From an optimization exercise on the open Yosys and OpenROAD flow, aimed at small area, a short achievable clock period and few clock cycles; shortcuts taken in it are not production practice. At most, simulation tests tie the RTL to the original design; equivalence was not proved.

alpha:
## M1
module M1 (
   input  logic         Clock,
   input  logic         Resetn,
   input  logic         start,
   output logic         done,
   input  logic  [15:0] SRAM_read_data,
   output logic  [17:0] SRAM_address,
   output logic  [15:0] SRAM_write_data,
   output logic         SRAM_we_n
);
localparam [17:0] BASE_U   = 18'd13824;
localparam [17:0] BASE_V   = 18'd20736;
localparam [17:0] BASE_RGB = 18'd220672;
localparam [1:0] S_IDLE = 2'd0, S_FILL = 2'd1, S_RUN = 2'd2;
logic [1:0]  state;
logic [2:0]  ph;         
logic [6:0]  mc;         
logic [13:0] YP;         
logic [12:0] CP;         
logic [15:0] WP;         
logic [7:0]  win [0:19];
logic [7:0]  UB;
logic [7:0]  VBh, VBl;    
logic [7:0]  Yrh, Yrl;    
logic [7:0]  Vp, B0h;
logic [8:0]  ps0, ps1, ps2, ps3, ps4;
logic [9:0]  ps24;
logic [8:0]  fs0, fs1, fs3, fs4;
logic [9:0]  fs24;
logic [12:0] Flo;
logic [9:0]  FhA, FhB, FqA, FqB, Fs;
logic        Fq12;
logic [7:0]  Fc;
  ...
==> flow/config.mk <==
export PLATFORM = sky130hd
export DESIGN_NAME = M1
export DESIGN_NICKNAME = M1
export VERILOG_FILES = /design/flow/design.v
export SDC_FILE = /design/flow/constraint.sdc
export NUM_CORES = 4
export LEC_CHECK = 0
export ABC_CLOCK_PERIOD_IN_PS = 4000
export CAP_MARGIN = 20
export CORE_MARGIN = 2
export CORE_UTILIZATION = 65
export CTS_CLUSTER_DIAMETER = 70
export CTS_CLUSTER_SIZE = 32
export SETUP_SLACK_MARGIN = 5
export SLEW_MARGIN = 20
export SYNTH_HIERARCHICAL = 1
==> flow/constraint.sdc <==
create_clock -name core_clock -period 14.0 [get_ports {Clock}]
set_input_delay 2.8000 -clock core_clock [delete_from_list [all_inputs] [get_ports {Clock}]]
set_output_delay 2.8000 -clock core_clock [all_outputs]
set_load 0.01 [all_outputs]
standard.sh (not shown) runs the stock make flow with config.mk's settings and CLKGATE_MAP_FILE= SYNTH_SCRIPT=/design/flow/synth_recipe.tcl, a recipe that flattens the netlist after the stock synthesis.
==> flow/flow/run.sh <==
#!/bin/bash
set -euo pipefail
bash standard.sh SETUP_SLACK_MARGIN=10 finish > standard_make.log 2>&1
Both conditions hold for alpha: the flow ran to the end and the final layout passed the timing, design-rule and antenna checks.
Testbench counts of alpha, summed over its fixed seeds: cycles 431,172.
--- input diff alpha..beta ---
# alpha
export LEC_CHECK = 0
export ABC_CLOCK_PERIOD_IN_PS = 4000
export CAP_MARGIN = 20
export CORE_MARGIN = 2
export CORE_UTILIZATION = 65
export CTS_CLUSTER_DIAMETER = 70
export CTS_CLUSTER_SIZE = 32
export SETUP_SLACK_MARGIN = 5
export SLEW_MARGIN = 20
export SYNTH_HIERARCHICAL = 1
create_clock -name core_clock -period 14.0 [get_ports {Clock}]
# beta
export LEC_CHECK = 0
export ABC_CLOCK_PERIOD_IN_PS = 4000
export CAP_MARGIN = 20
export CORE_MARGIN = 2
export CORE_UTILIZATION = 65
export CTS_CLUSTER_DIAMETER = 45
export CTS_CLUSTER_SIZE = 18
export SETUP_SLACK_MARGIN = 5
export SLEW_MARGIN = 20
export SYNTH_HIERARCHICAL = 1
create_clock -name core_clock -period 14.0 [get_ports {Clock}]
- beta vs alpha on fraction of met2 tracks used by global routing: beta is the higher one.
- Routed wire length is lower on alpha
- Taking alpha as the reference point, the growth of design area from synthesis to finish of beta rises by 2.8 points.
- There was hardly any difference in fmax between alpha and beta.
- ~same portion of the clock cycle consumed by the worst path in the final layout in beta and alpha
- Taking alpha as the reference, in beta fraction of layout instances using a drive strength above 1 now larger.
- Diff alpha -> beta | via count of the routed design | up slightly
- beta completed; timing, DRC and antenna clean
Changes in gamma relative to beta:
# beta
export LEC_CHECK = 0
export ABC_CLOCK_PERIOD_IN_PS = 4000
export CAP_MARGIN = 20
export CORE_MARGIN = 2
export CORE_UTILIZATION = 65
export CTS_CLUSTER_DIAMETER = 45
export CTS_CLUSTER_SIZE = 18
export SETUP_SLACK_MARGIN = 5
export SLEW_MARGIN = 20
export SYNTH_HIERARCHICAL = 1
create_clock -name core_clock -period 14.0 [get_ports {Clock}]
# gamma
export LEC_CHECK = 0
export ABC_CLOCK_PERIOD_IN_PS = 4000
export CAP_MARGIN = 20
export CORE_MARGIN = 2
export CORE_UTILIZATION = 65
export CTS_BUF_LIST = sky130_fd_sc_hd__clkbuf_4 sky130_fd_sc_hd__clkbuf_8
export SETUP_SLACK_MARGIN = 5
export SLEW_MARGIN = 20
export SYNTH_HIERARCHICAL = 1
create_clock -name core_clock -period 14.0 [get_ports {Clock}]
### Flow results
- gamma finished end to end and its layout was clean on timing, DRC and antenna.
- Lower routed length on met1 among beta and gamma: gamma
- Compared with beta, gamma shows synthesis-to-layout area growth lower by 0.89 points.
- Delta (gamma minus beta): via count essentially unchanged, worst-case setup margin in the final layout fell by 12 ps, fmax level, sum of negative setup slack was more or less identical.
- Summary — clock-buffer cell count, gamma relative to beta: higher, by 49.
### gamma -> delta
# gamma
export LEC_CHECK = 0
export ABC_CLOCK_PERIOD_IN_PS = 4000
export CAP_MARGIN = 20
export CORE_MARGIN = 2
export CORE_UTILIZATION = 65
export CTS_BUF_LIST = sky130_fd_sc_hd__clkbuf_4 sky130_fd_sc_hd__clkbuf_8
export SETUP_SLACK_MARGIN = 5
export SLEW_MARGIN = 20
export SYNTH_HIERARCHICAL = 1
create_clock -name core_clock -period 14.0 [get_ports {Clock}]
# delta
export LEC_CHECK = 0
export ABC_CLOCK_PERIOD_IN_PS = 4000
export CAP_MARGIN = 20
export CORE_MARGIN = 2
export CORE_UTILIZATION = 65
export CTS_CLUSTER_DIAMETER = 60
export CTS_CLUSTER_SIZE = 25
export SETUP_SLACK_MARGIN = 5
export SLEW_MARGIN = 20
export SYNTH_HIERARCHICAL = 1
create_clock -name core_clock -period 14.0 [get_ports {Clock}]
--- outcome ---
- Compared with gamma, the router placed fewer vias in delta.
- The wire length on met3 of delta exceeds that of gamma by 0.30%.
- For delta, the critical path capture point was SRAM_address[8], unlike gamma, where it was SRAM_we_n.
- delta vs. gamma: setup slack shows an increase of 11 ps.
- The run showing the greater worst slew slack as a fraction of its limit is gamma.
- Compared with gamma, in delta global-route usage has decreased; area growth from synthesis to layout has decreased; synthesized-area fraction occupied by ao, oa, aoi and oai cells has remained practically unchanged.

* * *

M1, a different RTL version from the one above (not shown whole).
Size: roughly 430 flip-flops, about 26,000 um2 of cells after synthesis.
// M1
module M1 (
   input  logic         Clock,
   input  logic         Resetn,
   input  logic         start,
   output logic         done,
   input  logic  [15:0] SRAM_read_data,
   output logic  [17:0] SRAM_address,
   output logic  [15:0] SRAM_write_data,
   output logic         SRAM_we_n
);
export LEC_CHECK = 0
export ABC_CLOCK_PERIOD_IN_PS = 4000
export CAP_MARGIN = 20
export CORE_MARGIN = 2
export CORE_UTILIZATION = 65
export CTS_CLUSTER_DIAMETER = 60
export CTS_CLUSTER_SIZE = 25
export SETUP_SLACK_MARGIN = 5
export SLEW_MARGIN = 20
export SYNTH_HIERARCHICAL = 1
create_clock -name core_clock -period 14.0 [get_ports {Clock}]
==> flow/flow/run.sh <==
#!/bin/bash
set -euo pipefail
bash standard.sh SETUP_SLACK_MARGIN=10.3 finish > standard_make.log 2>&1
The starting point passed the timing, design-rule and antenna checks.
Testbench counts at the start, summed over its fixed seeds: cycles 431,172.
Next try:
==> flow/flow/run.sh (replaced) <==
#!/bin/bash
set -euo pipefail
bash standard.sh SETUP_SLACK_MARGIN=10 finish > standard_make.log 2>&1
CTS_CLUSTER_DIAMETER = 65   (was 60)
CTS_CLUSTER_SIZE = 30   (was 25)
After rerunning: Non-clock buffer count came out higher by 2; design area came out lower slightly; hold slack degrades by 0.0035 ns.

* * *

Another version of the RTL of M1 (not shown whole).
Size in the first run: ~2300 cells after synthesis.
// M1
module M1 (
   input  logic         Clock,
   input  logic         Resetn,
   input  logic         start,
   output logic         done,
   input  logic  [15:0] SRAM_read_data,
   output logic  [17:0] SRAM_address,
   output logic  [15:0] SRAM_write_data,
   output logic         SRAM_we_n
);
localparam [17:0] BASE_U   = 18'd13824;
localparam [17:0] BASE_V   = 18'd20736;
localparam [17:0] BASE_RGB = 18'd220672;
localparam [1:0] S_IDLE = 2'd0, S_FILL = 2'd1, S_RUN = 2'd2;
logic [1:0]  state;
logic [2:0]  ph;         
logic [6:0]  mc;         
logic [13:0] YP;         
logic [12:0] CP;         
logic [15:0] WP;         
logic [7:0]  win [0:19];
logic [7:0]  UB;
logic [15:0] VB;
logic [15:0] Yr;
logic [7:0]  Up, Vp, B0h;
logic [8:0]  ps0, ps1, ps2, ps3, ps4;
logic [9:0]  ps24;
logic [8:0]  fs0, fs1, fs3, fs4;
logic [9:0]  fs24;
logic [21:0] Fs, FrowA, FrowB, FrA, FrB;
logic [7:0]  Fc;
assign ps0 = {1'b0, win[1]} + {1'b0, win[19]};
assign ps1 = {1'b0, win[3]} + {1'b0, win[17]};
assign ps2 = {1'b0, win[5]} + {1'b0, win[15]};
assign ps3 = {1'b0, win[7]} + {1'b0, win[13]};
assign ps4 = {1'b0, win[9]} + {1'b0, win[11]};
assign ps24 = {1'b0, ps2} + {1'b0, ps4};
always_ff @(posedge Clock) begin
   fs0 <= ps0;
   fs1 <= ps1;
   fs3 <= ps3;
   fs4 <= ps4;
   fs24 <= ps24;
end
logic [8:0]  nfs0, nfs1, nfs3, nfs4;
logic [9:0]  nfs24;
assign nfs0 = ~fs0;
assign nfs1 = ~fs1;
assign nfs3 = ~fs3;
assign nfs4 = ~fs4;
assign nfs24 = ~fs24;
logic fl1, fl2, fl3, fl4, fl5, fl6, fl7, fl8, fl9, fl10, fl11, fl12, fl13, fl14, fl15, fl16;
logic fl17, fl18, fl19, fl20, fl21, fl22, fl23, fl24, fl25, fl26, fl27, fl28, fl29, fl30, fl31, fl32;
logic fl33, fl34, fl35, fl36, fl37, fl38, fl39, fl40, fl41, fl42, fl43, fl44, fl45, fl46, fl47, fl48;
logic fl49, fl50, fl51, fl52, fl53, fl54, fl55, fl56, fl57, fl58, fl59, fl60, fl61, fl62, fl63, fl64;
logic fl65, fl66, fl67, fl68, fl69, fl70, fl71, fl72, fl73, fl74, fl75, fl76, fl77, fl78, fl79, fl80;
logic fl81, fl82, fl83, fl84, fl85, fl86, fl87, fl88, fl89, fl90, fl91, fl92, fl93, fl94, fl95, fl96;
logic fl97, fl98, fl99, fl100, fl101, fl102, fl103, fl104, fl105, fl106, fl107, fl108, fl109, fl110, fl111, fl112;
  ...
export LEC_CHECK = 0
export ABC_CLOCK_PERIOD_IN_PS = 4000
export CAP_MARGIN = 20
export CORE_MARGIN = 2
export CORE_UTILIZATION = 55
export SETUP_SLACK_MARGIN = 5
export SLEW_MARGIN = 20
export SYNTH_HIERARCHICAL = 1
create_clock -name core_clock -period 14.0 [get_ports {Clock}]
==> flow/flow/run.sh <==
#!/bin/bash
set -euo pipefail
bash standard.sh SETUP_SLACK_MARGIN=9 finish > standard_make.log 2>&1
The baseline produced a clean layout.
==> next run, changes <==
==> flow/flow/run.sh (replaced) <==
#!/bin/bash
set -euo pipefail
bash standard.sh SETUP_SLACK_MARGIN=10 finish > standard_make.log 2>&1
Outcome:
- The changed run went through all stages and came out clean
- register-to-register slack improved by 230 ps
- via count climbs by a few percent
- count of clock-buffer cells in the layout drops by 3
- global-route usage climbs by 0.76 points
- worst hold slack got worse by 6.4 ps
- non-clock buffer count climbs by 66
- worst setup slack got worse by 79 ps
No functional check of the RTL was part of any run of this note.

* * *

M1, a different RTL version from the one above (not shown whole).
For scale: ~2300 cells after synthesis, roughly 27000 sq um of cells after synthesis.
==> flow/config.mk <==
export PLATFORM = sky130hd
export DESIGN_NAME = M1
export DESIGN_NICKNAME = M1
export VERILOG_FILES = /design/flow/design.v
export SDC_FILE = /design/flow/constraint.sdc
export NUM_CORES = 4
export LEC_CHECK = 0
export ABC_CLOCK_PERIOD_IN_PS = 4000
export CAP_MARGIN = 20
export CORE_MARGIN = 2
export CORE_UTILIZATION = 55
export CTS_BUF_LIST = sky130_fd_sc_hd__clkbuf_8 sky130_fd_sc_hd__clkbuf_16
export CTS_CLUSTER_SIZE = 20
export SETUP_SLACK_MARGIN = 5
export SLEW_MARGIN = 20
export SYNTH_HIERARCHICAL = 1
==> flow/constraint.sdc <==
create_clock -name core_clock -period 14.0 [get_ports {Clock}]
set_input_delay 2.8000 -clock core_clock [delete_from_list [all_inputs] [get_ports {Clock}]]
set_output_delay 2.8000 -clock core_clock [all_outputs]
set_load 0.01 [all_outputs]
==> flow/flow/run.sh <==
#!/bin/bash
set -euo pipefail
bash standard.sh SETUP_SLACK_MARGIN=10 finish > standard_make.log 2>&1
The first run completed with no timing, DRC or antenna violations.
Testbench counts at the start, summed over its fixed seeds: cycles 432,900.
Then changed:
CTS_BUF_LIST = sky130_fd_sc_hd__clkbuf_4 sky130_fd_sc_hd__clkbuf_8   (was sky130_fd_sc_hd__clkbuf_8 sky130_fd_sc_hd__clkbuf_16)
CTS_CLUSTER_SIZE = not set   (was 20)
Outcome: Area after synthesis stays the same. Setup slack degrades by 0.035 ns. Routed wire length went up by 1.1%. Non-clock buffer count decreases by 12. Via count came out higher by 0.68%. Clock skew came out lower by 0.0081 ns. Count of clock-buffer cells in the layout increases by 64. Final area went down by 0.73%. Worst hold slack degrades by 0.0048 ns.
Then changed:
CTS_BUF_LIST = not set   (was sky130_fd_sc_hd__clkbuf_4 sky130_fd_sc_hd__clkbuf_8)
The new run went through all stages and came out clean.
Sequential cell count is unchanged.
Wire length decreases by 1.1%.
Die area does not change.

* * *

RTL: one of the versions met above, not the one the previous note started from.
Size in the first run: ~2,100 cells after synthesis, about 430 flip-flops, ~55 I/O pins.
==> flow/config.mk <==
export PLATFORM = sky130hd
export DESIGN_NAME = M1
export DESIGN_NICKNAME = M1
export VERILOG_FILES = /design/flow/design.v
export SDC_FILE = /design/flow/constraint.sdc
export NUM_CORES = 4
export LEC_CHECK = 0
export ABC_CLOCK_PERIOD_IN_PS = 4000
export CAP_MARGIN = 20
export CORE_MARGIN = 2
export CORE_UTILIZATION = 65
export CTS_CLUSTER_DIAMETER = 60
export CTS_CLUSTER_SIZE = 25
export SETUP_SLACK_MARGIN = 5
export SLEW_MARGIN = 20
export SYNTH_HIERARCHICAL = 1
export TNS_END_PERCENT = 50
==> flow/constraint.sdc <==
create_clock -name core_clock -period 14.0 [get_ports {Clock}]
set_input_delay 2.8000 -clock core_clock [delete_from_list [all_inputs] [get_ports {Clock}]]
set_output_delay 2.8000 -clock core_clock [all_outputs]
set_load 0.01 [all_outputs]
Scripts as last shown in full above: flow/flow/run.sh
The starting point ran to the end with no violations.
Testbench counts at the start, summed over its fixed seeds: cycles 431,172.
Change:
TNS_END_PERCENT = 20   (was 50)
What happened: The new run completed without violations. Non-clock buffer count does not change. First-iteration DRC count does not change. Via count is unchanged. Final area stays the same. Final cell count stays the same. Maximum frequency stays the same.
Change:
==> flow/flow/run.sh (replaced) <==
#!/bin/bash
set -euo pipefail
bash standard.sh SETUP_SLACK_MARGIN=10.15 finish > standard_make.log 2>&1
TNS_END_PERCENT = unset   (was 20)
The new run passed the timing, design-rule and antenna checks.
Sequential cell count stays the same.
Routed wire length hardly moves.
Synthesized area does not change.
Worst setup slack loses 0.039 ns.
Critical path depth went up by 1.
Die area stays the same.
Global-route usage stays flat.
Count of clock-buffer cells in the layout came out higher by 5.

* * *

Setup of the baseline:
M1, a different RTL version from the one above (not shown whole).
Size: about 450 flip-flops, ~55 I/O pins, about 28000 um2 of cells after synthesis.
clock: 14.0 ns
lec_check: 0
abc_clock_period_in_ps: 4000
cap_margin: 20
core_margin: 2
core_utilization: 55
setup_slack_margin: 5
slew_margin: 20
run.sh (not shown) runs the stock make flow with config.mk's settings and CLKGATE_MAP_FILE= SYNTH_SCRIPT=/design/flow/synth_recipe.tcl, a recipe that flattens the netlist after the stock synthesis.
Stock flow here: none of the scripts above is used.
The baseline | stages: all done | timing, DRC, antenna: all pass
Testbench counts of the baseline, summed over its fixed seeds: cycles 432,900.
#### Input delta (the candidate over the baseline)
==> flow/flow/run.sh (new file) <==
#!/bin/bash
set -euo pipefail
bash standard.sh SETUP_SLACK_MARGIN=9 finish > standard_make.log 2>&1
==> flow/standard.sh (new file) <==
#!/bin/bash
# synth_recipe.tcl (not shown) runs the flow's synth.tcl, then flattens the netlist and writes it again
# the make line also repeats each setting of config.mk as NAME=value (left out here)
make -C /OpenROAD-flow-scripts/flow DESIGN_CONFIG=/design/flow/config.mk WORK_HOME=/design/flow/orfs CLKGATE_MAP_FILE= SYNTH_SCRIPT=/design/flow/synth_recipe.tcl "${@:-finish}"
removed: flow/run.sh
## What came out
- The baseline has higher arrival time of data at the critical path endpoint than the candidate.
- | met2 routing resource usage after global routing | lower: the candidate |
- The candidate: total detailed-routing wirelength 2.6% above the baseline
- As far as area of all sequential standard cells is concerned, the candidate and the baseline perform about the same.
- From the candidate to the baseline, die span in x did not move at all.

-- re-timing with driven ports --
In the flow no input, the clock included, has a driving cell. The finished layouts below were timed again as built, in two steps.
Step 1 assumes that a clkbuf_16 drives the clock port and a buf_2 every other input.
Step 2 times the ports against the registers' clock, not the clock port: input delays grow and output delays shrink by t, the midpoint of the rising clock arrivals with the driver on.
a / b / c = no drivers / after step 1 / after step 2; a / b = the first two.
run	t (ns)	slack for setup (ns)	worst hold slack (ns)	worst setup path at the end	worst slew at a driven data input, ns
alpha	0.629	10.026 / 9.970 / 9.506	0.381 / 0.381 / 0.381	input to register	0.11
beta	0.643	10.035 / 9.977 / 9.493	0.375 / 0.375 / 0.375	input to register	0.12
gamma	0.692	10.023 / 9.970 / 9.422	0.362 / 0.362 / 0.362	input to register	0.12
delta	0.616	10.034 / 9.974 / 9.489	0.382 / 0.382 / 0.382	input to register	0.12
the first run of note 2	0.663	10.023 / 9.968 / 9.763	0.379 / 0.379 / 0.379	input to register	0.04
the second run of note 2	0.667	10.026 / 9.971 / 9.696	0.375 / 0.375 / 0.375	input to register	0.04
the first run of note 3	0.644	8.885 / 8.905 / 8.261	0.356 / 0.356 / 0.356	input to register	0.06
the second run of note 3	0.662	8.806 / 8.819 / 8.157	0.349 / 0.349 / 0.349	input to register	0.06
the first run of note 4	0.650	9.981 / 9.922 / 9.544	0.366 / 0.366 / 0.366	input to register	0.03
the second run of note 4	0.695	9.946 / 9.892 / 9.462	0.362 / 0.362 / 0.362	input to register	0.03
the third run of note 4	0.651	9.981 / 9.922 / 9.541	0.366 / 0.366 / 0.366	input to register	0.03
the first run of note 5	0.666	10.018 / 9.964 / 9.675	0.384 / 0.384 / 0.384	input to register	0.04
the second run of note 5	0.666	10.018 / 9.964 / 9.675	0.384 / 0.384 / 0.384	input to register	0.04
the third run of note 5	0.654	9.979 / 9.925 / 9.653	0.359 / 0.359 / 0.359	input to register	0.04
the baseline	0.645	7.727 / 7.727 / 7.727	0.357 / 0.357 / 0.357	register to register	0.04
the candidate	0.657	8.503 / 8.503 / 8.503	0.358 / 0.358 / 0.358	register to register	0.04
After both steps setup and hold are still met in every run listed. The setup slack of the second run of note 3, which loses most, moves by +0.013 ns with the drivers and by -0.649 ns with both steps.
